This is an optimization exercise on Yosys and OpenROAD, whose aim is small area and a short achievable clock period, not a production implementation.
Where RTL was checked, it was by simulation tests only, not by an equivalence proof against the original.

==> run H <==
// RegistroALU
module RegistroALU #(parameter N=16)
(
	clk, rst, Z_in, Y_in, mode_in, btn_change_in,
	segA_out, segB_out, segD_out, aritm_out_out
);
export LEC_CHECK = 0
export ABC_AREA = 1
export CAP_MARGIN = 20
export CORE_MARGIN = 2
export CORE_UTILIZATION = 40
export SLEW_MARGIN = 20
create_clock -name core_clock -period 55.0 [get_ports {clk}]
standard.sh (not shown) runs the stock make flow with config.mk's settings and CLKGATE_MAP_FILE= SYNTH_SCRIPT=/design/flow/synth_recipe.tcl, a recipe that flattens the netlist after the stock synthesis.
==> flow/flow/run.sh <==
#!/bin/bash
# Standard layout, with repair_timing aiming for 40 ns of setup slack at the design's period.
set -euo pipefail
bash standard.sh SETUP_SLACK_MARGIN=40 finish > layout.log 2>&1
==> inputs of run G, as changes to run H <==
--- a/flow/design.v
+++ b/flow/design.v
@@ -85,11 +85,67 @@
 		t7 = add3({t6[2:0], u4[3]});
 		segA = on ? seg7({u5[2:0], bin[0]}) : 7'b0000000;
 		segB = on ? seg7({t7[2:0], u5[3]}) : 7'b0000000;
 	end
 endmodule
-module divRow #(parameter J = 1)
+module pSub #(parameter J = 16, parameter SK = 0)
+(
+	input  logic [J-1:0] t,
+	input  logic [J-1:0] x,
+	output logic [J-1:0] d,
+	output logic         bout
+);
+	logic [J-1:0] G, P, Gn, Pn, bin, g2, p2;
+	always_comb begin
+		G = ~t & x;      
+		P = ~t | x;      
+		for (int i = 0; i < J; i++) begin
+			g2[i] = (i == 0) ? G[0] : G[i] | (P[i] & G[i-1]);
+			p2[i] = (i == 0) ? P[0] : P[i] & P[i-1];
+		end
+		if (SK == 2) begin
+			for (int i = 1; i < J; i += 2) begin
+				G[i] = G[i] | (P[i] & G[i-1]);
+				P[i] = P[i] & P[i-1];
+			end
+			for (int l = 1; (1 << l) < J; l++) begin
+				Gn = G;
+				Pn = P;
+				for (int i = 1; i < J; i += 2)
+					if (i >= (1 << l) + 1) begin
+						Gn[i] = G[i] | (P[i] & G[i - (1 << l)]);
+						Pn[i] = P[i] & P[i - (1 << l)];
+					end
+				G = Gn;
+				P = Pn;
+			end
+			for (int i = 2; i < J; i += 2) begin
+				G[i] = g2[i] | (p2[i] & G[i-2]);
+			end
+		end
+		else for (int l = 0; (1 << l) < J; l++) begin
+			Gn = G;
+			Pn = P;
+			for (int i = 0; i < J; i++) begin
+				if (SK == 0 && i >= (1 << l)) begin
+					Gn[i] = G[i] | (P[i] & G[i - (1 << l)]);
+					Pn[i] = P[i] & P[i - (1 << l)];
+				end
+				if (SK != 0 && ((i >> l) & 1)) begin
+					Gn[i] = G[i] | (P[i] & G[((i >> l) << l) - 1]);
+					Pn[i] = P[i] & P[((i >> l) << l) - 1];
+				end
+			end
+			G = Gn;
+			P = Pn;
+		end
+		bin  = {G[J-2:0], 1'b0};
+		d    = (t ^ bin) ^ x;
+		bout = G[J-1];
+	end
+endmodule
+module divRow #(parameter J = 1, parameter SK = 2)
 (
 	input  logic [15:0] r,
 	input  logic        b,
 	input  logic [15:0] Y,
 	output logic        q,
@@ -109,55 +165,47 @@
 			assign ro = rn;
 		end else begin : gl
 			assign hz = ~|Y[15:J];
 			assign ro = {{(16-J){1'b0}}, rn};
 		end
-		if (J <= 5) begin : rip
-			logic [J:0] bw;
-			assign bw[0] = 1'b0;
-			for (genvar i = 0; i < J; i++) begin : bit_
-				assign d[i]    = t[i] ^ Y[i] ^ bw[i];
-				assign bw[i+1] = (~t[i] & Y[i]) | (~t[i] & bw[i]) | (Y[i] & bw[i]);
-			end
-			assign d[J] = bw[J];
-		end else begin : cla
-			assign d = {1'b0, t} - {1'b0, Y[J-1:0]};
+		if (J == 1) begin : one
+			assign d = {~t & Y[0], t ^ Y[0]};
+		end else begin : sub
+			pSub #(.J(J), .SK(SK)) s (.t(t), .x(Y[J-1:0]), .d(d[J-1:0]), .bout(d[J]));
 		end
 	endgenerate
 	assign q  = hz & ~d[J];
 	assign rn = q ? d[J-1:0] : t;
 endmodule
-module macRow #(parameter J = 9)
+module macRow #(parameter J = 9, parameter SK = 2)
 (
 	input  logic [15:0] r,
 	input  logic        b,
 	input  logic [15:0] Y,
 	input  logic        m,
 	output logic        q,
 	output logic [15:0] ro,
 	output logic        ov
 );
-	logic [J-1:0] t, w, rn;
-	logic [J:0]   s;
-	logic [J+1:0] s1;
+	logic [J-1:0] t, x, rn;
+	logic [J:0]   d;
 	logic         hz;
-	assign t = {r[J-2:0], b & ~m};
-	assign w = m ? (Y[J-1:0] & {J{b}}) : ~Y[J-1:0];
-	assign s1 = {1'b0, t, 1'b1} + {1'b0, w, ~m};
-	assign s  = s1[J+1:1];
+	assign t = {r[J-2:0], b | m};
+	assign x = Y[J-1:0] & {J{b | ~m}};
+	pSub #(.J(J), .SK(SK)) s (.t(t), .x(x), .d(d[J-1:0]), .bout(d[J]));
 	generate
 		if (J == 16) begin : g16
 			assign hz = 1'b1;
 			assign ro = rn;
 		end else begin : gl
 			assign hz = ~|Y[15:J];
 			assign ro = {{(16-J){1'b0}}, rn};
 		end
 	endgenerate
-	assign q  = hz & s[J];
-	assign rn = (m | q) ? s[J-1:0] : t;
-	assign ov = m & (s[J] | b & ~hz);
+	assign q  = hz & ~d[J];
+	assign rn = (m | q) ? d[J-1:0] : t;
+	assign ov = m & (d[J] | b & ~hz);
 endmodule
 module aluFront #(parameter KA = 6)
 (
 	input  logic [15:0]   Z, Y,
 	input  logic [3:0]    op,
@@ -227,11 +275,12 @@
 	generate
 		for (g = KA + 1; g <= 8; g++) begin : rows
 			divRow #(.J(g)) row (.r(rr[g-1]), .b(R[16-g]), .Y(Y), .q(qlo[16-g]), .ro(rr[g]));
 		end
 		for (g = 9; g <= 16; g++) begin : macs
-			macRow #(.J(g)) row (.r(rr[g-1]), .b(R[16-g]), .Y(Y), .m(mm), .q(qlo[16-g]), .ro(rr[g]), .ov(ov[g]));
+			macRow #(.J(g)) row (.r(g == 9 ? rr[8] | {16{mm}} : rr[g-1]), .b(R[16-g]), .Y(Y), .m(mm),
+				.q(qlo[16-g]), .ro(rr[g]), .ov(ov[g]));
 		end
 	endgenerate
 	function automatic logic [16:0] radd(input logic [15:0] a, input logic [15:0] b, input logic ci);
 		logic c;
 		c = ci;
@@ -253,11 +302,11 @@
 	always_comb begin
 		sub = op[0];
 		gt  = gtr(R, Y);
 		s   = radd(R, sub ? ~Y : Y, sub & gt);
 		yz  = (Y == 16'd0);
-		acc = rr[16];
+		acc = ~rr[16];
 		ovf = bb | (|ov);
 		res = 16'd0;
 		fN = 1'b0; fZ = 1'b0; fC = 1'b0; fV = 1'b0;
 		lg = 16'd0;
 		case (op)
@@ -291,11 +340,11 @@
 				end
 			end
 			4'b1000: begin  
 				if (yz) fV = 1'b1;
 				else begin
-					res = acc;
+					res = rr[16];
 					fZ = zz;
 				end
 			end
 			4'b0010: begin  
 				res = acc;
@@ -328,11 +377,11 @@
 module RegistroALU #(parameter N=16)
 (
 	clk, rst, Z_in, Y_in, mode_in, btn_change_in,
 	segA_out, segB_out, segD_out, aritm_out_out
 );
-	localparam KA = 7;                
+	localparam KA = 5;                
 	input  logic clk;
 	input  logic rst;
 	input  logic [N-1:0] Z_in;
 	input  logic [N-1:0] Y_in;
 	input  logic [1:0] mode_in;
==> flow/flow/run.sh (replaced) <==
#!/bin/bash
# Standard layout, with repair_timing asked for more setup slack than the period needs.
set -euo pipefail
bash standard.sh SETUP_SLACK_MARGIN=38 finish > layout.log 2>&1
==> qor.csv <==
metric,value,unit
pg_clk,58.1,uW
fill_cells,3671,
clock_skew,9.63,ps
seq_area,1690,um2
outcome,timing/DRC/antenna clean,
fin_area,22900,um2
# the run above: run H

==> qor.csv <==
metric,value,unit
grt_util_all_layers,25.7,%
seq_area,1630,um2
comb_cell_power,615,uW
outcome,timing/DRC/antenna clean,
clock_skew,11.9,ps
fin_area,17100,um2
antenna_cells,0,
fill_cells,4225,
# the run above: run G

For run H, only the layout was checked, not whether the RTL still works.

-- separate check: timing with driven ports --
The flow's constraints put no driver on any port. The routed layouts listed below were extracted and timed again, unchanged, in two steps. Step 1 sets driving cells, clkbuf_16 on the clock port and buf_2 on the other inputs (assumed; they add their load-dependent delay and slew). Step 2 adds t to the input delays and takes it off the output delays; t is the mean of the earliest and latest rising clock arrival at the registers after step 1. Input paths then give back, and output paths get back, about the clock's delay inside the block. Three values: no drivers, after step 1, after step 2; two values: the first two.
| run | shift t [ns] | slack for setup (ns) | latest minus earliest clock arrival (ns) |
|---|---|---|---|
| run H | 0.394 | 35.177 / 35.193 / 34.799 | 0.010 / 0.009 |
| run G | 0.378 | 38.520 / 38.543 / 38.165 | 0.012 / 0.012 |
After both steps every run listed still meets setup and hold. For run H, which loses most, drivers alone change the setup slack by +0.016 ns; drivers and shift together by -0.378 ns.
